Background: an optimization exercise with open tools, aiming at small area. Do not read the settings as production practice.
In this exercise RTL edits were held to simulation tests only and were not proved equivalent to the original.
No activity file was given, so power comes from the tool's default toggle rates.

[design/flow/design.v]
module MIPSProcessor (
    input    wire               clk, rst,
    output   wire    [31:0]     imem_addr,
    input    wire    [31:0]     imem_rdata,
    output   wire    [31:0]     dmem_addr,
    output   wire    [31:0]     dmem_wdata,
    output   wire               dmem_we,
    input    wire    [31:0]     dmem_rdata
);
reg  [4:0] phase;
reg        clr;         
reg        pidx;        
wire       last;
wire p0  = (phase == 5'd0);
wire p31 = (phase == 5'd31);
always @(posedge clk or negedge rst) begin
    if (!rst) begin
        phase <= 5'd0;
        clr   <= 1'b1;
        pidx  <= 1'b0;
    end else begin
        phase <= phase + 5'd1;
        if (p31) begin
            clr  <= 1'b0;
            pidx <= ~(clr | last);
        end
    end
end
wire [31:0] I   = imem_rdata;
wire [5:0]  op  = I[31:26];
wire [5:0]  fn  = I[5:0];
wire [4:0]  rs  = I[25:21];
wire [4:0]  rt  = I[20:16];
wire [4:0]  rd  = I[15:11];
wire isR    = (op == 6'b000000);
wire isMul  = isR & (fn == 6'b011100);
wire isSlt  = isR & (fn == 6'b101010);
wire isSub  = isR & (fn == 6'b100010);
wire isAddi = (op == 6'b001000);
wire isLw   = (op == 6'b100011);
wire isSw   = (op == 6'b101011);
wire isBeq  = (op == 6'b000100);
wire isJ    = (op == 6'b000010);
reg  [31:2] pc;
reg  [31:0] addr;       
reg  [31:0] wd;         
reg         ncarry;     
reg         acarry;     
reg         eqf;        
reg  [15:0] mb;         
reg  [4:0]  mc;         
wire [31:0] f0;         
assign f0[0] = 1'b0;
wire        rsbit = f0[rs];
wire        rtbit = f0[rt];
wire        wr;
wire [4:0]  wa;
wire        wbit;
genvar r;
generate
    for (r = 1; r < 32; r = r + 1) begin : g_reg
        reg [31:0] q;
        wire sel = clr | (wr & (wa == r));
        always @(posedge clk)
            q <= {sel ? wbit : q[0], q[31:1]};
        assign f0[r] = q[0];
    end
endgenerate
wire [31:0] I26     = {6'b0, I[25:0]};
wire        ibit    = I26[phase];
wire        immbit  = (phase <= 5'd15) ? ibit : I[15];
wire        offbit  = isJ ? ibit : immbit;
wire [31:0] pcs    = {2'b00, pc};
wire        usepc  = ~clr & ~isJ;
wire        offen  = ~clr & (isJ | (isBeq & pidx));
wire        na     = usepc & pcs[phase];
wire        nb     = offen & offbit;
wire        ncin   = p0 ? usepc : ncarry;
wire        nsum   = na ^ nb ^ ncin;
wire        useimm = isAddi | isLw | isSw;
wire        binv   = isSub | isSlt;
wire        aa     = rsbit;
wire        bb     = (useimm ? immbit : rtbit) ^ binv;
wire        acin   = p0 ? binv : acarry;
wire        asum   = aa ^ bb ^ acin;
wire        eqc    = (p0 | eqf) & ~(rsbit ^ rtbit);
wire [15:0] effb, tap;
genvar m;
generate
    for (m = 0; m < 16; m = m + 1) begin : g_mul
        assign effb[m] = (phase == {pidx, m[3:0]}) ? rtbit : mb[m];
        if (m == 0)
            assign tap[m] = pidx ? wd[16] : rsbit;
        else
            assign tap[m] = pidx ? wd[16-m] : wd[32-m];
    end
endgenerate
wire [15:0] pp   = effb & tap;
wire        macc = pidx & addr[0];
wire [4:0]  mci  = p0 ? 5'd0 : mc;
wire [1:0] f1  = pp[0]  + pp[1]  + pp[2];
wire [1:0] f2  = pp[3]  + pp[4]  + pp[5];
wire [1:0] f3  = pp[6]  + pp[7]  + pp[8];
wire [1:0] f4  = pp[9]  + pp[10] + pp[11];
wire [1:0] f5  = pp[12] + pp[13] + pp[14];
wire [1:0] f6  = pp[15] + macc   + mci[0];
wire [1:0] f7  = f1[0] + f2[0] + f3[0];
wire [1:0] f8  = f4[0] + f5[0] + f6[0];
wire [1:0] h1  = f7[0] + f8[0];                        
wire [1:0] f9  = f1[1] + f2[1] + f3[1];
wire [1:0] f10 = f4[1] + f5[1] + f6[1];
wire [1:0] f11 = f7[1] + f8[1] + h1[1];
wire [1:0] f12 = f9[0] + f10[0] + f11[0];
wire [1:0] h2  = f12[0] + mci[1];                      
wire [1:0] f13 = f9[1] + f10[1] + f11[1];
wire [1:0] f14 = f12[1] + h2[1] + mci[2];
wire [1:0] h3  = f13[0] + f14[0];                      
wire [1:0] f15 = f13[1] + f14[1] + h3[1];
wire [1:0] h4  = f15[0] + mci[3];                      
wire [1:0] f16 = f15[1] + h4[1] + mci[4];              
wire        msum = h1[0];
wire [4:0]  mcn  = {f16, h4[0], h3[0], h2[0]};
assign last = (isMul | isSlt | isLw | isSw) ? pidx :
              isBeq ? (pidx | ~eqc) :
              1'b1;
wire isAdd = isR & ~isMul & ~isSlt;
assign wr  = ~pidx & (isAdd | isAddi)
           |  pidx & (isSlt | isLw | isMul);
assign wa  = isR ? rd : rt;
assign wbit = clr   ? 1'b0 :
              isLw  ? (wd[0] | (p0 & dmem_rdata[0])) :
              isSlt ? (p0 & ~acarry) :
              isMul ? msum :
              asum;
wire ain = clr ? 1'b0 :
           (isMul & ~pidx) ? msum :
           ((isLw | isSw) & ~pidx) ? asum :
           nsum;
wire win = isMul ? (pidx ? wd[0] : rsbit) : (rtbit & ~isLw);
wire lwload = isLw & pidx & p0;
always @(posedge clk) begin
    addr   <= {ain, addr[31:1]};
    wd[31] <= win;
    wd[30:0] <= wd[31:1] | ({31{lwload}} & dmem_rdata[31:1]);
    ncarry <= (na & nb) | (na & ncin) | (nb & ncin);
    acarry <= (aa & bb) | (aa & acin) | (bb & acin);
    eqf    <= eqc;
    mb     <= p31 ? 16'd0 : effb;
    mc     <= mcn;
    if (p31 & (clr | last))
        pc <= addr[30:1];
end
assign imem_addr  = {pc, 2'b00};
assign dmem_addr  = addr;
assign dmem_wdata = wd;
assign dmem_we    = isSw & pidx & p0 & ~clr;
endmodule
[design/flow/flow/run.sh]
#!/bin/bash
# Standard ORFS layout (standard.sh), with two changes:
#  - port buffers use the smallest buffer cell instead of the resizer's pick
#  - clock tree: larger sink clusters and no dummy loads
set -e
cp standard.sh standard_sh.log
export BUFFER_PORTS_ARGS="-buffer_cell sky130_fd_sc_hd__buf_1"
export CTS_ARGS="-sink_clustering_enable -repair_clock_nets -dont_use_dummy_load -sink_clustering_size 25 -sink_clustering_max_diameter 80"
bash standard.sh > standard.log 2>&1
[design/flow/standard.sh]
#!/bin/bash
# synth_recipe.tcl (not shown) runs the flow's synth.tcl, then flattens the netlist and writes it again
# the make line also repeats each setting of config.mk as NAME=value (left out here)
make -C /OpenROAD-flow-scripts/flow DESIGN_CONFIG=/design/flow/config.mk WORK_HOME=/design/flow/orfs CLKGATE_MAP_FILE= SYNTH_SCRIPT=/design/flow/synth_recipe.tcl "${@:-finish}"
[design/flow/config.mk]
export PLATFORM = sky130hd
export DESIGN_NAME = MIPSProcessor
export DESIGN_NICKNAME = MIPSProcessor
export VERILOG_FILES = /design/flow/design.v
export SDC_FILE = /design/flow/constraint.sdc
export NUM_CORES = 4
export LEC_CHECK = 0
export CAP_MARGIN = 20
export CORE_MARGIN = 2
export CORE_UTILIZATION = 40
export SLEW_MARGIN = 20
[design/flow/constraint.sdc]
create_clock -name core_clock -period 12.0 [get_ports {clk}]
set_input_delay 2.4000 -clock core_clock [delete_from_list [all_inputs] [get_ports {clk}]]
set_output_delay 2.4000 -clock core_clock [all_outputs]
set_load 0.01 [all_outputs]
==> impl_metrics.env, run 1 <==
export IMPL_synth_top_cell_area_share_pct=81.1
export IMPL_async_flop_share_pct=0.627
export IMPL_initial_core_util_pct=40.5
export IMPL_dpl_cell_area_um2=28200
export IMPL_drive_gt1_share_pct=6.11
export IMPL_hold_class="reg -> reg"
export IMPL_r2r_setup_slack_ns=5.28
export IMPL_arrival_ns=9.26
export IMPL_start_kind="input pin"
export IMPL_netSwitchingFraction_pct=19.1
export IMPL_hold_start="g_reg[18].q[3]$_DFF_P_"
export IMPL_clkLatencyLatePin_ns=0.62
export IMPL_slowest_stage="a2111oi_0"
export IMPL_synth_most_common_cell="dfxtp_1"
export IMPL_holdPathEnd="g_reg[18].q[2]$_DFF_P_"
export IMPL_cp_end_kind="register"
export IMPL_fin_skew_ns=0.0576
export IMPL_grt_antenna_before_repair=8
export IMPL_synth_top_cell_by_area="dfxtp_1"
export IMPL_clockPowerShare_pct=31.5
export IMPL_p_int_mw=4.53
export IMPL_portBuffers=160
export IMPL_whs_path_depth=0
export IMPL_yosys_cell_types_count=66
export IMPL_vias=11400
export IMPL_grt_max_degree=39
export IMPL_rr_worst_depth=23
export IMPL_post_drt_wl_per_cell_um=15.1
export IMPL_nNetsFinal=1879
export IMPL_max_freq_mhz=113
export IMPL_ys_warn_count=1
export IMPL_cts_setup_buffers=0
export IMPL_yosysSeqAreaShare_pct=85.1
export IMPL_syn_area_um2=26700
export IMPL_final_max_slew_viol_count=0
export IMPL_cts_tree="done"
export IMPL_p_switching_mw=1.07
export IMPL_finalWorstPathRequiredPeriod_ns=8.82
export IMPL_worstPathRequired_ns=12.44
export IMPL_grt_pass1_vias=11200
export IMPL_cts_resized=0
export IMPL_drv_cap=0
export IMPL_htree_num_levels=2
export IMPL_pin_count=163
export IMPL_drtAntennaViolNets=0
export IMPL_avgViaCountPerCell=4.29
export IMPL_ys_top_cells_by_area="dfxtp_1 (81%), edfxtp_1 (3.4%), mux4_2 (2.1%)"
export IMPL_worst_pin_slew_ns=0.990
export IMPL_rsz0062_at_grt="false"
export IMPL_post_route_drc_count=0
export IMPL_fp_dieW_um=262
export IMPL_ys_ff_latch=1117
export IMPL_synth_cells=1615
export IMPL_stdcell_area_um2=29500
export IMPL_fin_setup_tns_ns=0
export IMPL_cts_num_sinks=1117
export IMPL_pre_cts_ws_ns=2.58
export IMPL_synth_edf_count=30
export IMPL_drt_wl_total_um=40000
export IMPL_setup_ws_ns=3.18
export IMPL_p_comb_share_pct=1.5
export IMPL_relSlewSlack_pct=34.0
export IMPL_syn_area_per_cell_um2=16.5
export IMPL_clockBufferDepth=3
export IMPL_fill_cells=5741
export IMPL_placementRows=94
export IMPL_cp_buffers_inverters=9
export IMPL_p_per_area_nw_per_um2=190
export IMPL_gp_congestion=0.821
export IMPL_critPathTopFamily="adder cells"
export IMPL_rr_startpoint="phase[1]$_DFF_PN0_"
export IMPL_crit_cells=25
export IMPL_cts_buffers=51
export IMPL_overflow=0
export IMPL_syn_to_final_growth_pct=10.5
export IMPL_synthFlopType="dfxtp_1"
export IMPL_cts_hold_buf=0
export IMPL_vdd_ir_drop_max_v=0.000120
export IMPL_clk_pin_slew_worst_paths_ns=0.09
export IMPL_min_period_over_period_pct=73.5
export IMPL_track_usage_pct=11.5
export IMPL_die_y_um=262
export IMPL_dr_pass1_iters=5
export IMPL_p_seq_share_pct=67.0
export IMPL_r2r_end="mc[3]$_DFF_P_"
export IMPL_status="no timing/DRC/antenna violations"
export IMPL_critPathMaxStageDelay_ns=0.73
export IMPL_core_area_um2=65900
export IMPL_path_class="in -> reg"
export IMPL_hold_violations=0
export IMPL_die_area_um2=68700
export IMPL_cts_root_buf="clkbuf_16"
export IMPL_grt_pass1_wl_um=61600
export IMPL_drtIter0Drc=659
export IMPL_yosys_top_cells_count="dfxtp_1 (1080), mux2i_1 (55), nand2b_1 (36)"
export IMPL_leakagePower_nw=11.3
export IMPL_dp_hpwl_um=26300
export IMPL_finalSetupViolCount=0
export IMPL_cp_max_fo=29
worst reg2reg max path, cell delays in order (launching register included):
cell     delay [ns]
dfrtp_1        1.00
inv_1          0.24
ha_1           0.26
and2_1         0.27
a21oi_1        0.20
a31o_2         0.14
nor3_1         0.07
fa_1           0.53
inv_1          0.05
fa_1           0.54
inv_1          0.04
ha_1           0.18
inv_1          0.07
fa_1           0.44
fa_1           0.51
inv_1          0.04
ha_1           0.18
fa_1           0.48
ha_1           0.14
inv_1          0.05
fa_1           0.50
inv_1          0.04
ha_1           0.18
fa_1           0.42
power groups by stage:
stage	combinational [mW]	sequential (mW)	clock, mW
detailed placement	0.0836	3.83	0
finish	0.0831	3.75	1.76
global placement	0.0823	3.83	0
floorplan	0.0471	3.84	0
global route	0.0927	3.75	1.97
CTS	0.0839	3.75	1.84
flip-flops by register name (all words and copies together), names as in the netlist:
| name | cells |
|---|---|
| g.q | 992 |
| addr | 32 |
| wd | 32 |
| pc | 30 |
| mb | 16 |
| mc | 5 |
| phase | 5 |
| acarry | 1 |
| clr | 1 |
| eqf | 1 |
| ncarry | 1 |
| pidx | 1 |
final cells by class:
type                       count  area [µm²]  share of cell area, %
clock buffer                  51        1280                   4.33
timing repair buffer         166         646                   2.19
antenna                        3        7.51                 0.0255
multi-input combinational    423        3650                   12.4
inverter                      26        97.6                  0.331
sequential                  1117       22700                   77.1
tap                          864        1080                   3.67
cell usage in the layout, fill, tap and decap left out, types with 18 or more instances in the layout:
cell	count
nand2_1	21
nand2b_1	36
nor2_1	30
fa_1	18
inv_1	26
mux4_2	25
a21oi_1	21
nor3_1	33
mux2i_1	55
clkbuf_16	51
edfxtp_1	30
a21o_1	31
nor2b_1	20
dfxtp_1	1080
buf_1	160
metrics by stage:
step / cells / power, mW / hold WS [ns] / utilization (%)
2_1_floorplan: 1616 / 3.88 / 0.310 / -
3_3_place_gp: 2596 / 3.92 / 0.310 / 42.8
3_5_place_dp: 2596 / 3.92 / 0.312 / 42.8
4_1_cts: 2647 / 5.67 / 0.289 / 44.7
5_1_grt: 2648 / 5.82 / 0.297 / 44.7
6_report: 2650 / 5.59 / 0.295 / 44.7
per-layer routing:
| metal | wire length (µm) | GRT usage (%) |
|---|---|---|
| met1 | 19400 | 16.3 |
| met2 | 17200 | 17.0 |
| met3 | 2210 | 2.69 |
| met4 | 1140 | 4.27 |
| met5 | 81 | 0 |
worst max path at each step:
stage,from,end,slack [ns]
6_report,imem_rdata[16],mc[3]$_DFF_P_,3.18
5_1_grt,imem_rdata[16],mc[3]$_DFF_P_,2.77
4_1_cts,imem_rdata[16],mc[3]$_DFF_P_,3.19
3_5_place_dp,imem_rdata[16],mc[3]$_DFF_P_,2.58
3_3_place_gp,imem_rdata[16],mc[3]$_DFF_P_,2.67
2_1_floorplan,imem_rdata[21],mc[3]$_DFF_P_,3.38
logic make-up after synthesis:
kind of cell    share of synthesized area, %
buf+inv                                 1.27
fa+ha+maj                               1.82
simple gates                            3.65
flops                                   85.1
compound gates                          3.36
xor+xnor                               0.164
mux                                     4.60
other cells                           0.0141
==> inputs of run 2 (changes only) <==
==> design/flow/flow/run.sh (replaced) <==
#!/bin/bash
set -e
cp standard.sh standard_sh.log
export BUFFER_PORTS_ARGS="-buffer_cell sky130_fd_sc_hd__buf_1"
export CTS_ARGS="-sink_clustering_enable -repair_clock_nets -dont_use_dummy_load -sink_clustering_size 30 -sink_clustering_max_diameter 60"
bash standard.sh > standard.log 2>&1
--- a/design/flow/config.mk
+++ b/design/flow/config.mk
@@ -8,4 +8,5 @@
 export CAP_MARGIN = 20
 export CORE_MARGIN = 2
-export CORE_UTILIZATION = 40
+export CORE_UTILIZATION = 65
+export PLACE_DENSITY = 0.75
 export SLEW_MARGIN = 20
==> impl_metrics.env, run 2 <==
export IMPL_fp_dieW_um=207
export IMPL_htree_num_levels=2
export IMPL_cts_tree="done"
export IMPL_track_usage_pct=19.8
export IMPL_finalWorstPathRequiredPeriod_ns=8.90
export IMPL_drt_wl_total_um=42400
export IMPL_grt_antenna_before_repair=4
export IMPL_post_route_drc_count=0
export IMPL_syn_to_final_growth_pct=8.47
export IMPL_vias=11500
export IMPL_leakagePower_nw=11.3
export IMPL_die_area_um2=42700
export IMPL_max_freq_mhz=112
export IMPL_rsz0062_at_grt="false"
export IMPL_r2r_end="mc[3]$_DFF_P_"
export IMPL_gp_congestion=0.831
export IMPL_cp_buffers_inverters=9
export IMPL_use_met3_pct=3.36
export IMPL_drv_cap=0
export IMPL_grtUsageMet2_pct=31.8
export IMPL_pin_count=163
export IMPL_grt_busiest_layer="met2"
export IMPL_dr_pass1_iters=7
export IMPL_initial_core_util_pct=65.6
export IMPL_final_common_cell="dfxtp_1"
export IMPL_grt_pass1_wl_um=63800
export IMPL_rr_startpoint="phase[0]$_DFF_PN0_"
export IMPL_core_area_um2=40600
export IMPL_dp_hpwl_um=25500
export IMPL_final_cell_mix="dfxtp_1 (1080), buf_1 (160), mux2i_1 (55)"
export IMPL_fin_skew_ns=0.0720
export IMPL_fin_setup_tns_ns=0
export IMPL_clkLatencyLatePin_ns=0.62
export IMPL_path_class="in -> reg"
export IMPL_hold_class="reg -> reg"
export IMPL_async_flop_share_pct=0.627
export IMPL_drive_gt1_share_pct=5.79
export IMPL_vdd_ir_drop_max_v=0.000183
export IMPL_placementRows=74
export IMPL_avgViaCountPerCell=4.98
export IMPL_regMostFlops="g.q"
export IMPL_relSlewSlack_pct=26.4
export IMPL_finalSetupViolCount=0
export IMPL_overflow=0
export IMPL_cts_resized=0
export IMPL_synth_top_cell_area_share_pct=81.1
export IMPL_holdPathEnd="g_reg[3].q[0]$_DFF_P_"
export IMPL_die_y_um=207
export IMPL_hold_violations=0
export IMPL_start_kind="input pin"
export IMPL_top_regs="g.q x992, addr x32, wd x32"
export IMPL_post_drt_wl_per_cell_um=18.4
export IMPL_clockBufferDepth=3
export IMPL_grt_max_degree=39
export IMPL_final_max_slew_viol_count=0
export IMPL_setup_ws_ns=3.10
export IMPL_whs_path_depth=0
export IMPL_yosys_cell_types_count=66
export IMPL_cp_max_fo=29
export IMPL_synth_cells=1615
export IMPL_ys_top_cells_by_area="dfxtp_1 (81%), edfxtp_1 (3.4%), mux4_2 (2.1%)"
export IMPL_cts_hold_buf=0
export IMPL_grt_pass1_vias=11400
export IMPL_synthFlopType="dfxtp_1"
export IMPL_synth_edf_count=30
export IMPL_cts_root_buf="clkbuf_16"
export IMPL_yosys_top_cells_count="dfxtp_1 (1080), mux2i_1 (55), nand2b_1 (36)"
export IMPL_p_per_area_nw_per_um2=192
export IMPL_fill_cells=2566
export IMPL_stdcell_area_um2=28900
export IMPL_rr_worst_depth=23
export IMPL_cts_num_sinks=1117
export IMPL_arrival_ns=9.35
export IMPL_clk_pin_slew_worst_paths_ns=0.08
export IMPL_cts_setup_buffers=0
export IMPL_cts_buffers=47
export IMPL_r2r_setup_slack_ns=5.12
export IMPL_grt_util_met1_pct=27.7
export IMPL_worstPathRequired_ns=12.45
export IMPL_syn_area_per_cell_um2=16.5
export IMPL_power_mw=5.55
export IMPL_portBuffers=160
export IMPL_ys_ff_latch=1117
export IMPL_slowest_stage="a2111oi_0"
export IMPL_drtIter0Drc=771
export IMPL_status="no timing/DRC/antenna violations"
export IMPL_critPathTopFamily="adder cells"
export IMPL_drtAntennaViolNets=0
export IMPL_largest_reg_flops=992
export IMPL_synth_most_common_cell="dfxtp_1"
export IMPL_ys_warn_count=1
export IMPL_pre_cts_ws_ns=2.50
export IMPL_worst_pin_slew_ns=1.10
export IMPL_yosysSeqAreaShare_pct=85.1
export IMPL_syn_area_um2=26700
export IMPL_hold_start="g_reg[3].q[1]$_DFF_P_"
export IMPL_nNetsFinal=1874
export IMPL_critPathMaxStageDelay_ns=0.74
export IMPL_min_period_over_period_pct=74.2
export IMPL_synth_top_cell_by_area="dfxtp_1"
export IMPL_cp_end_kind="register"
export IMPL_dpl_cell_area_um2=27700
## run 2: cell count changes in the layout (fill, tap and decap cells not counted)
cell and delta:
diode_2 -2, buf_4 -1, and3_2 -1, and3_1 +1
clkbuf_16 -4
## run 2: worst register-to-register path, delay by kind of cell, from the launching register on
| kind | cells | cell delay, ns |
|---|---|---|
| adders and majority gates | 12 | 4.43 |
| DFF | 1 | 1.02 |
| buffers and inverters | 7 | 0.61 |
| and+or+nand+nor | 2 | 0.36 |
| AOI/OAI and AO/OA | 2 | 0.35 |
## run 2: power breakdown
part	switching (mW)	internal, mW
clock	1.01	0.704
combinational	0.0520	0.0319
sequential	0.0109	3.74
## run 2: worst max path at each step
stage,from,to,cells after the start
3_3_place_gp,imem_rdata[16],mc[3]$_DFF_P_,25
2_1_floorplan,imem_rdata[21],mc[3]$_DFF_P_,24
4_1_cts,imem_rdata[16],mc[3]$_DFF_P_,25
6_report,imem_rdata[16],mc[3]$_DFF_P_,25
5_1_grt,imem_rdata[16],mc[3]$_DFF_P_,25
3_5_place_dp,imem_rdata[16],mc[3]$_DFF_P_,25
## run 2: kinds of logic (layout without fill, tap and decap cells)
kind of cell,count (synthesis),count (layout),synth area share (%)
DFF,1117,1117,85.1
and+or+nand+nor,178,178,3.65
AOI/OAI and AO/OA,120,120,3.36
muxes,90,90,4.60
buffers and inverters,76,238,1.27
adders and majority gates,28,28,1.82
xor gates and xnor gates,5,5,0.164
other,1,3,0.0141
## run 2: per-stage QoR
stage	hold WS (ns)	std cells	util, %
floorplan	0.310	1616	-
detailed placement	0.312	2263	68.3
CTS	0.303	2310	71.2
global route	0.295	2310	71.2
global placement	0.310	2263	68.3
finish	0.296	2311	71.2
## run 2: area by class of cell
class                           count  area [µm²]  share of cell area (%)
Timing Repair Buffer              165         638                    2.21
Inverter                           26        97.6                   0.337
Clock buffer                       47        1180                    4.07
Multi-Input combinational cell    423        3650                    12.6
Tap cell                          532         666                    2.30
Sequential cell                  1117       22700                    78.5
Antenna cell                        1        2.50                 0.00865
## run 2: layer usage
metal | up-vias | routed length [µm] | part of all wire (%)
li1 | 5590 | - | -
met1 | 5562 | 19500 | 46
met2 | 254 | 19900 | 47
met3 | 90 | 1900 | 4.5
met4 | 6 | 1110 | 2.6
met5 | - | 41 | 0.097
==> inputs of run 3 (changes only) <==
--- a/design/flow/design.v
+++ b/design/flow/design.v
@@ -89,5 +89,5 @@
 generate
     for (m = 0; m < 16; m = m + 1) begin : g_mul
-        assign effb[m] = (phase == {pidx, m[3:0]}) ? rtbit : mb[m];
+        assign effb[m] = mb[m] | ((phase == {pidx, m[3:0]}) & rtbit);
         if (m == 0)
             assign tap[m] = pidx ? wd[16] : rsbit;
==> impl_metrics.env, run 3 <==
export IMPL_slowest_stage="and3_1"
export IMPL_cts_hold_buf=0
export IMPL_min_period_over_period_pct=73.3
export IMPL_fp_dieW_um=206
export IMPL_cts_tree="done"
export IMPL_synth_top_cell_by_area="dfxtp_1"
export IMPL_top_regs="g.q x992, addr x32, wd x32"
export IMPL_final_common_cell="dfxtp_1"
export IMPL_cts_buffers=47
export IMPL_holdPathEnd="g_reg[31].q[14]$_DFF_P_"
export IMPL_cp_end_kind="register"
export IMPL_fin_setup_tns_ns=0
export IMPL_yosys_top_cells_count="dfxtp_1 (1080), mux2i_1 (59), nor2_1 (37)"
export IMPL_dr_pass1_iters=5
export IMPL_gp_congestion=0.825
export IMPL_rsz0062_at_grt="false"
export IMPL_drive_gt1_share_pct=5.83
export IMPL_vdd_ir_drop_max_v=0.000165
export IMPL_cts_root_buf="clkbuf_16"
export IMPL_synth_most_common_cell="dfxtp_1"
export IMPL_cts_resized=0
export IMPL_largest_reg_flops=992
export IMPL_grt_pass1_wl_um=63600
export IMPL_portBuffers=160
export IMPL_vias=11300
export IMPL_cpMostUsedCell="fa_1"
export IMPL_syn_to_final_growth_pct=8.89
export IMPL_die_y_um=206
export IMPL_yosysSeqAreaShare_pct=86.0
export IMPL_critPathMaxStageDelay_ns=0.75
export IMPL_fin_skew_ns=0.0837
export IMPL_start_kind="input pin"
export IMPL_worst_pin_slew_ns=1.10
export IMPL_finalWorstPathRequiredPeriod_ns=8.80
export IMPL_whs_path_depth=0
export IMPL_status="no timing/DRC/antenna violations"
export IMPL_clkLatencyLatePin_ns=0.62
export IMPL_dp_hpwl_um=25800
export IMPL_finalSetupViolCount=0
export IMPL_yosys_cell_types_count=54
export IMPL_synth_cells=1587
export IMPL_syn_area_um2=26400
export IMPL_timing_hold_ws_ns=0.302
export IMPL_initial_core_util_pct=66.1
export IMPL_p_per_area_nw_per_um2=195
export IMPL_synth_edf_count=30
export IMPL_r2r_setup_slack_ns=5.18
export IMPL_clk_pin_slew_worst_paths_ns=0.10
export IMPL_clockBufferDepth=3
export IMPL_synthFlopType="dfxtp_1"
export IMPL_drv_cap=0
export IMPL_max_freq_mhz=114
export IMPL_die_area_um2=42200
export IMPL_cp_max_fo=19
export IMPL_hold_class="reg -> reg"
export IMPL_ys_top_cells_by_area="dfxtp_1 (82%), edfxtp_1 (3.4%), mux4_2 (2.3%)"
export IMPL_regMostFlops="g.q"
export IMPL_cp_cell_sequence="buf_1, mux4_2, nor2_1, o31ai_1, and3_1, a31oi_1, or2_2, fa_1, fa_1, inv_1, ha_1, inv_1, fa_1, fa_1, inv_1, ha_1, fa_1, ha_1, inv_1, fa_1, inv_1, ha_1, fa_1"
export IMPL_placementRows=73
export IMPL_rr_startpoint="g_reg[13].q[0]$_DFF_P_"
export IMPL_nNetsFinal=1862
export IMPL_relSlewSlack_pct=26.8
export IMPL_cts_setup_buffers=0
export IMPL_ys_ff_latch=1117
export IMPL_hold_violations=0
export IMPL_worstPathRequired_ns=12.44
export IMPL_async_flop_share_pct=0.627
export IMPL_critPathTopFamily="adder cells"
export IMPL_cts_num_sinks=1117
export IMPL_drtAntennaViolNets=0
export IMPL_post_route_drc_count=0
export IMPL_r2r_end="mc[3]$_DFF_P_"
export IMPL_avgViaCountPerCell=4.91
export IMPL_leakagePower_nw=11.3
export IMPL_arrival_ns=9.23
export IMPL_final_cell_mix="dfxtp_1 (1080), buf_1 (160), mux2i_1 (59)"
export IMPL_overflow=0
export IMPL_ys_warn_count=1
export IMPL_synth_top_cell_area_share_pct=81.9
export IMPL_hold_start="g_reg[31].q[15]$_DFF_P_"
export IMPL_track_usage_pct=20.0
export IMPL_cp_buffers_inverters=6
export IMPL_rr_worst_depth=22
export IMPL_grt_pass1_vias=11400
export IMPL_htree_num_levels=2
export IMPL_drtIter0Drc=728
export IMPL_grt_antenna_before_repair=2
export IMPL_drt_wl_total_um=41900
export IMPL_path_class="in -> reg"
export IMPL_core_area_um2=39900
export IMPL_post_drt_wl_per_cell_um=18.3
export IMPL_pin_count=163
export IMPL_final_max_slew_viol_count=0
export IMPL_grt_max_degree=39
export IMPL_syn_area_per_cell_um2=16.6
==> run 3: changes by cell type after synthesis, sizes merged, moves of 7 or more <==
cell / delta
a31oi: +18
a311o: -10
a21oi: -14
clkbuf: -8
or2: +11
a311oi: -7
nor2b: -7
nor2: +7
==> run 3: logic make-up after synthesis <==
group / synth area share, %
multiplexers: 4.80
other: 0.0142
AND/OR/NAND/NOR: 3.78
XOR/XNOR: 0.166
buffers and inverters: 1.06
adder cells (fa/ha/maj): 1.84
flip-flops: 86.0
AO/OA/AOI/OAI: 2.37
==> run 3: final cells by class <==
cell class	count	area, µm²
sequential	1117	22700
fill	2432	11200
multi-input combinational	406	3450
clock buffer	47	1180
tap	525	657
timing repair buffer	167	653
inverter	29	109
antenna	1	2.50
==> run 3: report_power, final <==
group | switching, mW | internal, mW
registers | 0.0167 | 3.75
clock network | 1.01 | 0.704
logic | 0.0814 | 0.0522
==> run 3: how the worst max path moves through the flow <==
stage / start / end / slack, ns / cells past startpoint
after detailed placement: imem_rdata[16] / mc[3]$_DFF_P_ / 2.59 / 23
after global routing: imem_rdata[16] / mc[3]$_DFF_P_ / 2.74 / 23
after global placement: imem_rdata[16] / mc[3]$_DFF_P_ / 2.66 / 23
final: imem_rdata[16] / mc[3]$_DFF_P_ / 3.20 / 23
after floorplan: imem_rdata[17] / mc[3]$_DFF_P_ / 3.55 / 26
after CTS: imem_rdata[16] / mc[3]$_DFF_P_ / 3.18 / 23
==> run 3: per-layer routing <==
metal,part of all wire [%],routed length (µm),track usage [%],vias up
met2,47,19600,32.2,263
met4,2.6,1080,6.86,0
met1,45,19100,27.6,5434
li1,-,-,-,5480
met5,0,0,0,-
met3,5.3,2210,3.86,74
==> run 3: per-stage QoR <==
step	worst slack, ns	util, %	std cells	total power [mW]	instance area, µm²
after detailed placement	2.59	69.1	2244	3.99	27600
after CTS	3.18	72.0	2291	5.66	28700
final	3.20	72.0	2292	5.62	28700
after floorplan	3.55	-	1588	3.93	26400
after global placement	2.66	69.1	2244	3.98	27600
after global routing	2.74	72.0	2292	5.80	28700
==> inputs of run 4 (changes only) <==
--- a/design/flow/config.mk
+++ b/design/flow/config.mk
@@ -8,5 +8,5 @@
 export CAP_MARGIN = 20
 export CORE_MARGIN = 2
-export CORE_UTILIZATION = 65
-export PLACE_DENSITY = 0.75
+export CORE_UTILIZATION = 75
+export PLACE_DENSITY = 0.85
 export SLEW_MARGIN = 20
==> impl_metrics.env, run 4 <==
export IMPL_top_layer="met5"
export IMPL_vdd_ir_drop_max_v=0.000239
export IMPL_synth_edf_count=30
export IMPL_ys_ff_latch=1117
export IMPL_synthMuxAreaShare_pct=4.80
export IMPL_final_common_cell="dfxtp_1"
export IMPL_status="no timing/DRC/antenna violations"
export IMPL_drv_cap=0
export IMPL_drt_met1_wl_um=20800
export IMPL_yosys_top_cells_count="dfxtp_1 (1080), mux2i_1 (59), nor2_1 (37)"
export IMPL_worstPathRequired_ns=12.42
export IMPL_clockBufferDepth=3
export IMPL_yosys_area_share_simple_pct=3.78
export IMPL_dr_pass1_iters=7
export IMPL_vias=12300
export IMPL_pin_count=163
export IMPL_fin_skew_ns=0.0653
export IMPL_dp_cells=2174
export IMPL_cts_num_sinks=1117
export IMPL_die_area_um2=36700
export IMPL_pre_cts_ws_ns=2.54
export IMPL_wl_met3_um=3870
export IMPL_synth_top_family_by_area="multiplexers"
export IMPL_cp_end_kind="register"
export IMPL_syn_area_per_cell_um2=16.6
export IMPL_post_drt_wl_per_cell_um=24.8
export IMPL_syn_to_final_growth_pct=8.52
export IMPL_gp_congestion=0.872
export IMPL_synthFlopType="dfxtp_1"
export IMPL_synth_compound_area_share_pct=2.37
export IMPL_fill_cells=1448
export IMPL_drive_gt1_share_pct=5.84
export IMPL_rsz0062_at_grt="false"
export IMPL_yosysSeqAreaShare_pct=86.0
export IMPL_timing_hold_ws_ns=0.292
export IMPL_netSwitchingFraction_pct=20.5
export IMPL_setup_ws_ns=2.94
export IMPL_initial_core_util_pct=76.2
export IMPL_start_kind="input pin"
export IMPL_hold_violations=0
export IMPL_grt_pass1_wl_um=81900
export IMPL_ys_warn_count=1
export IMPL_cts_buffers=46
export IMPL_min_period_over_period_pct=75.5
export IMPL_arrival_ns=9.48
export IMPL_synth_adder_area_share_pct=1.84
export IMPL_final_cell_mix="dfxtp_1 (1080), buf_1 (160), mux2i_1 (59)"
export IMPL_grt_antenna_before_repair=6
export IMPL_cts_hold_buf=0
export IMPL_nNetsFinal=1861
export IMPL_drtIter0Drc=1081
export IMPL_power_mw=5.65
export IMPL_dp_hpwl_um=31200
export IMPL_cp_max_fo=19
export IMPL_grt_pass1_vias=13000
export IMPL_max_freq_mhz=110
export IMPL_core_area_um2=34600
export IMPL_p_per_area_nw_per_um2=197
export IMPL_drtAntennaViolNets=0
export IMPL_cts_resized=0
export IMPL_regMostFlops="g.q"
export IMPL_htree_num_levels=2
export IMPL_top_regs="g.q x992, addr x32, wd x32"
export IMPL_layout_cells_non_filler=2224
export IMPL_p_seq_share_pct=66.7
export IMPL_synth_xor_area_share_pct=0.166
export IMPL_syn_area_um2=26400
export IMPL_final_max_slew_viol_count=0
export IMPL_synth_cells=1587
export IMPL_finalSetupViolCount=0
export IMPL_synth_top_cell_area_share_pct=81.9
export IMPL_p_switching_mw=1.16
export IMPL_die_y_um=192
export IMPL_grt_max_degree=39
export IMPL_cts_root_buf="clkbuf_16"
export IMPL_avgViaCountPerCell=5.54
export IMPL_post_route_drc_count=0
export IMPL_p_comb_share_pct=2.5
export IMPL_synth_top_cell_by_area="dfxtp_1"
export IMPL_placementRows=68
export IMPL_path_class="in -> reg"
export IMPL_yosys_cell_types_count=54
export IMPL_synth_most_common_cell="dfxtp_1"
export IMPL_fin_setup_tns_ns=0
export IMPL_clockPowerShare_pct=30.8
export IMPL_async_flop_share_pct=0.627
export IMPL_largest_reg_flops=992
export IMPL_clk_pin_slew_worst_paths_ns=0.11
export IMPL_drt_wl_total_um=55200
export IMPL_finalWorstPathRequiredPeriod_ns=9.06
export IMPL_ys_top_cells_by_area="dfxtp_1 (82%), edfxtp_1 (3.4%), mux4_2 (2.3%)"
export IMPL_track_usage_pct=30.9
export IMPL_relSlewSlack_pct=22.3
export IMPL_clkLatencyLatePin_ns=0.59
export IMPL_met2_length_um=27800
export IMPL_cts_tree="done"
export IMPL_fp_dieW_um=192
export IMPL_overflow=0
export IMPL_worst_pin_slew_ns=1.16
export IMPL_portBuffers=160
export IMPL_p_int_mw=4.49
export IMPL_leakagePower_nw=11.3
export IMPL_hold_class="reg -> reg"
export IMPL_cts_setup_buffers=0
==> run 4: cell count changes in the layout (fill, tap and decap cells not counted), sizes merged <==
cell and change:
clkbuf -1, diode +3
==> run 4: cell type report <==
| cell class | instances | area [µm²] | share of cell area [%] |
|---|---|---|---|
| Sequential cell | 1117 | 22700 | 79.2 |
| Multi-Input combinational cell | 406 | 3460 | 12.1 |
| Clock buffer | 46 | 1150 | 4.02 |
| Timing Repair Buffer | 167 | 653 | 2.28 |
| Tap cell | 455 | 569 | 1.99 |
| Inverter | 29 | 109 | 0.380 |
| Antenna cell | 4 | 10.0 | 0.0349 |
==> run 4: power groups by stage <==
stage | clock network (mW) | logic, mW | registers (mW)
floorplan | 0 | 0.0788 | 3.85
global placement | 0 | 0.134 | 3.85
detailed placement | 0 | 0.137 | 3.85
CTS | 1.75 | 0.141 | 3.77
global route | 1.86 | 0.159 | 3.77
finish | 1.74 | 0.143 | 3.77
==> run 4: logic make-up (layout without fill, tap and decap cells) <==
| family | count (synthesis) | count (layout) |
|---|---|---|
| flip-flops | 1117 | 1117 |
| AND/OR/NAND/NOR | 188 | 188 |
| multiplexers | 92 | 92 |
| AO/OA/AOI/OAI | 91 | 91 |
| buffers and inverters | 65 | 242 |
| adder cells (fa/ha/maj) | 28 | 28 |
| XOR/XNOR | 5 | 5 |
| other | 1 | 6 |
==> run 4: layer usage <==
| layer | vias to the layer above | GRT usage (%) |
|---|---|---|
| met4 | 2 | 13.3 |
| met3 | 196 | 5.19 |
| met1 | 5986 | 37.8 |
| li1 | 5482 | - |
| met2 | 649 | 54.2 |
| met5 | - | 0 |
==> run 4: final timing paths <==
check                                              from                      end  slack (ns)  cells past startpoint
worst max-delay path                     imem_rdata[16]            mc[3]$_DFF_P_        2.94                     23
max in group asynchronous                           rst         pidx$_DFFE_PN0P_        9.91                      1
worst min register to register  g_reg[20].q[16]$_DFF_P_  g_reg[20].q[15]$_DFF_P_        0.29                      0
worst max register to register   g_reg[13].q[0]$_DFF_P_            mc[3]$_DFF_P_        5.07                     22
worst min-delay path            g_reg[20].q[16]$_DFF_P_  g_reg[20].q[15]$_DFF_P_        0.29                      0
min in group asynchronous                           rst       phase[2]$_DFF_PN0_        1.74                      1
==> run 4: critical path, cell delays in order <==
cell and delay, ns:
buf_1 0.68, nor2b_1 0.33, a221oi_1 0.14, o31ai_1 0.27, and3_1 0.75, a31oi_1 0.22
or2_2 0.36, fa_1 0.48, fa_1 0.51, inv_1 0.04, ha_1 0.19, inv_1 0.07
fa_1 0.45, fa_1 0.52, inv_1 0.04, ha_1 0.18, fa_1 0.49, ha_1 0.14
inv_1 0.05, fa_1 0.49, inv_1 0.04, ha_1 0.18, fa_1 0.43
==> run 4: through the flow <==
step	cell area, µm²	utilization (%)
floorplan	26400	-
global placement	27500	79.4
detailed placement	27500	79.4
CTS	28600	82.7
global route	28600	82.7
finish	28600	82.7
==> inputs of run 5 (changes only) <==
==> design/flow/flow/run.sh (replaced) <==
#!/bin/bash
set -e
cp standard.sh standard_sh.log
export BUFFER_PORTS_ARGS="-buffer_cell sky130_fd_sc_hd__buf_1"
export CTS_ARGS="-sink_clustering_enable -repair_clock_nets -dont_use_dummy_load -sink_clustering_size 30 -sink_clustering_max_diameter 60 -root_buf sky130_fd_sc_hd__clkbuf_8 -tree_buf sky130_fd_sc_hd__clkbuf_8"
bash standard.sh > standard.log 2>&1
--- a/design/flow/config.mk
+++ b/design/flow/config.mk
@@ -8,5 +8,5 @@
 export CAP_MARGIN = 20
 export CORE_MARGIN = 2
-export CORE_UTILIZATION = 75
-export PLACE_DENSITY = 0.85
+export CORE_UTILIZATION = 65
+export PLACE_DENSITY = 0.75
 export SLEW_MARGIN = 20
==> impl_metrics.env, run 5 <==
export IMPL_min_period_over_period_pct=72.5
export IMPL_drtIter0Drc=683
export IMPL_cts_root_buf="clkbuf_8"
export IMPL_relSlewSlack_pct=25.7
export IMPL_final_common_cell="dfxtp_1"
export IMPL_synth_most_common_cell="dfxtp_1"
export IMPL_fin_setup_tns_ns=0
export IMPL_critPathMaxStageDelay_ns=0.74
export IMPL_synth_top_cell_by_area="dfxtp_1"
export IMPL_post_route_drc_count=0
export IMPL_cts_num_sinks=1117
export IMPL_holdPathEnd="g_reg[4].q[8]$_DFF_P_"
export IMPL_ys_ff_latch=1117
export IMPL_dp_hpwl_um=25800
export IMPL_synthFlopType="dfxtp_1"
export IMPL_layout_cells_non_filler=2292
export IMPL_clk_pin_slew_worst_paths_ns=0.10
export IMPL_overflow=0
export IMPL_clockBufferDepth=3
export IMPL_vdd_ir_drop_max_v=0.000163
export IMPL_nNetsFinal=1862
export IMPL_clkLatencyLatePin_ns=0.75
export IMPL_drv_cap=0
export IMPL_yosys_cell_types_count=54
export IMPL_ys_warn_count=1
export IMPL_whs_path_depth=0
export IMPL_p_per_area_nw_per_um2=194
export IMPL_yosys_top_cells_count="dfxtp_1 (1080), mux2i_1 (59), nor2_1 (37)"
export IMPL_grt_pass1_vias=11400
export IMPL_worst_pin_slew_ns=1.11
export IMPL_hold_start="g_reg[4].q[9]$_DFF_P_"
export IMPL_max_freq_mhz=115
export IMPL_dp_cells=2244
export IMPL_grt_max_degree=39
export IMPL_netSwitchingFraction_pct=19.8
export IMPL_syn_to_final_growth_pct=8.68
export IMPL_avgViaCountPerCell=4.91
export IMPL_placementRows=73
export IMPL_slowest_stage="and3_1"
export IMPL_path_class="in -> reg"
export IMPL_core_area_um2=39900
export IMPL_dr_pass1_iters=5
export IMPL_synth_cells=1587
export IMPL_grt_pass1_wl_um=62900
export IMPL_cts_buffers=47
export IMPL_hold_violations=0
export IMPL_cp_cell_sequence="buf_1, mux4_2, nor2_1, o31ai_1, and3_1, a31oi_1, or2_2, fa_1, fa_1, inv_1, ha_1, inv_1, fa_1, fa_1, inv_1, ha_1, fa_1, ha_1, inv_1, fa_1, inv_1, ha_1, fa_1"
export IMPL_cp_end_kind="register"
export IMPL_fin_skew_ns=0.118
export IMPL_rsz0062_at_grt="false"
export IMPL_syn_area_um2=26400
export IMPL_cp_max_fo=19
export IMPL_cpMostUsedCell="fa_1"
export IMPL_cts_resized=0
export IMPL_drtAntennaViolNets=0
export IMPL_die_area_um2=42200
export IMPL_utilization_pct=71.9
export IMPL_htree_num_levels=2
export IMPL_p_int_mw=4.46
export IMPL_p_switching_mw=1.10
export IMPL_pre_cts_ws_ns=2.59
export IMPL_grt_antenna_before_repair=2
export IMPL_grtUsageMet2_pct=31.5
export IMPL_rr_startpoint="g_reg[13].q[0]$_DFF_P_"
export IMPL_drt_wl_total_um=41400
export IMPL_regMostFlops="g.q"
export IMPL_synth_edf_count=30
export IMPL_yosysSeqAreaShare_pct=86.0
export IMPL_drive_gt1_share_pct=5.83
export IMPL_cts_tree="done"
export IMPL_r2r_setup_slack_ns=5.18
export IMPL_grt_busiest_layer="met2"
export IMPL_setup_ws_ns=3.30
export IMPL_top_regs="g.q x992, addr x32, wd x32"
export IMPL_syn_area_per_cell_um2=16.6
export IMPL_p_comb_share_pct=2.4
export IMPL_finalWorstPathRequiredPeriod_ns=8.70
export IMPL_leakagePower_nw=11.3
export IMPL_cts_setup_buffers=0
export IMPL_die_y_um=206
export IMPL_grt_util_met1_pct=27.4
export IMPL_rr_worst_depth=22
export IMPL_ys_top_cells_by_area="dfxtp_1 (82%), edfxtp_1 (3.4%), mux4_2 (2.3%)"
export IMPL_initial_core_util_pct=66.1
export IMPL_pin_count=163
export IMPL_largest_reg_flops=992
export IMPL_finalSetupViolCount=0
export IMPL_portBuffers=160
export IMPL_fp_dieW_um=206
export IMPL_final_max_slew_viol_count=0
export IMPL_start_kind="input pin"
export IMPL_worstPathRequired_ns=12.52
export IMPL_gp_congestion=0.825
export IMPL_p_seq_share_pct=67.7
export IMPL_clockPowerShare_pct=29.9
export IMPL_r2r_end="mc[3]$_DFF_P_"
export IMPL_vias=11200
export IMPL_fill_cells=2446
export IMPL_track_usage_pct=19.7
export IMPL_status="no timing/DRC/antenna violations"
export IMPL_hold_class="reg -> reg"
export IMPL_post_drt_wl_per_cell_um=18.1
export IMPL_cts_hold_buf=0
export IMPL_final_cell_mix="dfxtp_1 (1080), buf_1 (160), mux2i_1 (59)"
export IMPL_power_mw=5.56
export IMPL_use_met3_pct=3.93
export IMPL_synth_top_cell_area_share_pct=81.9
export IMPL_async_flop_share_pct=0.627
export IMPL_arrival_ns=9.23
[run 5: per-layer routing]
layer | vias up | share of wire (%)
met3 | 63 | 5.6
met4 | 0 | 2.2
met5 | - | 0
met1 | 5425 | 46
met2 | 268 | 46
li1 | 5492 | -
[run 5: cell families (layout without fill, tap and decap cells)]
| group | after synthesis | in the layout | synth area share [%] |
|---|---|---|---|
| other | 1 | 3 | 0.0142 |
| XOR/XNOR | 5 | 5 | 0.166 |
| adder cells (fa/ha/maj) | 28 | 28 | 1.84 |
| AO/OA/AOI/OAI | 91 | 91 | 2.37 |
| multiplexers | 92 | 92 | 4.80 |
| buffers and inverters | 65 | 243 | 1.06 |
| flip-flops | 1117 | 1117 | 86.0 |
| AND/OR/NAND/NOR | 188 | 188 | 3.78 |
[run 5: worst max path at each step]
stage	slack (ns)	end	startpoint
after global routing	2.82	mc[3]$_DFF_P_	imem_rdata[16]
after CTS	3.28	mc[3]$_DFF_P_	imem_rdata[16]
after floorplan	3.55	mc[3]$_DFF_P_	imem_rdata[17]
final	3.30	mc[3]$_DFF_P_	imem_rdata[16]
after detailed placement	2.59	mc[3]$_DFF_P_	imem_rdata[16]
after global placement	2.66	mc[3]$_DFF_P_	imem_rdata[16]
[run 5: area by class of cell]
type / count / area, µm² / share of cell area (%)
Sequential cell: 1117 / 22700 / 79.1
Multi-Input combinational cell: 406 / 3450 / 12.0
Clock buffer: 47 / 1120 / 3.90
Tap cell: 525 / 657 / 2.29
Timing Repair Buffer: 167 / 653 / 2.28
Inverter: 29 / 109 / 0.379
Antenna cell: 1 / 2.50 / 0.00872
[run 5: critical path, delay by kind of cell]
| family | cells | cell delay [ns] |
|---|---|---|
| multiplexers | 1 | 0.37 |
| AO/OA/AOI/OAI | 2 | 0.44 |
| AND/OR/NAND/NOR | 3 | 1.14 |
| buffers and inverters | 6 | 0.82 |
| adder cells (fa/ha/maj) | 11 | 4.04 |
[run 5: per-stage QoR]
stage / hold WS, ns / cell area, µm²
after floorplan: 0.310 / 26400
after global placement: 0.310 / 27600
after detailed placement: 0.312 / 27600
after CTS: 0.261 / 28700
after global routing: 0.276 / 28700
final: 0.277 / 28700
[run 5: power groups by stage]
stage	combinational, mW	sequential [mW]	clock [mW]
3_5_place_dp	0.135	3.85	0
3_3_place_gp	0.134	3.85	0
6_report	0.134	3.77	1.66
4_1_cts	0.137	3.77	1.70
2_1_floorplan	0.0788	3.85	0
5_1_grt	0.152	3.77	1.82

==> afterwards: timing with drivers on the ports <==
The flow's constraints put no driver on any port. The routed layouts listed below were extracted and timed again, unchanged, in two steps. Step 1 sets driving cells, clkbuf_16 on the clock port and buf_2 on the other inputs (assumed; they add their load-dependent delay and slew). Step 2 adds t to the input delays and takes it off the output delays; t is the mean of the earliest and latest rising clock arrival at the registers after step 1. Input paths then give back, and output paths get back, about the clock's delay inside the block. Slacks: no drivers / after step 1 / after step 2; pairs: no drivers / after step 1.
| run | t (ns) | slack for setup (ns) | worst hold slack (ns) | worst register clock-pin slew, ns |
|---|---|---|---|---|
| run 1 | 0.642 | 3.184 / 3.150 / 2.508 | 0.295 / 0.295 / 0.295 | 0.09 / 0.09 |
| run 2 | 0.649 | 3.095 / 3.086 / 2.438 | 0.296 / 0.296 / 0.296 | 0.11 / 0.11 |
| run 3 | 0.639 | 3.203 / 3.181 / 2.542 | 0.302 / 0.302 / 0.302 | 0.11 / 0.11 |
| run 4 | 0.621 | 2.936 / 2.904 / 2.284 | 0.292 / 0.292 / 0.292 | 0.11 / 0.11 |
| run 5 | 0.743 | 3.295 / 3.273 / 2.530 | 0.277 / 0.277 / 0.277 | 0.11 / 0.11 |
After both steps every run listed still meets setup and hold. The setup slack of run 5, which loses most, moves by -0.022 ns with the drivers and by -0.765 ns with both steps.
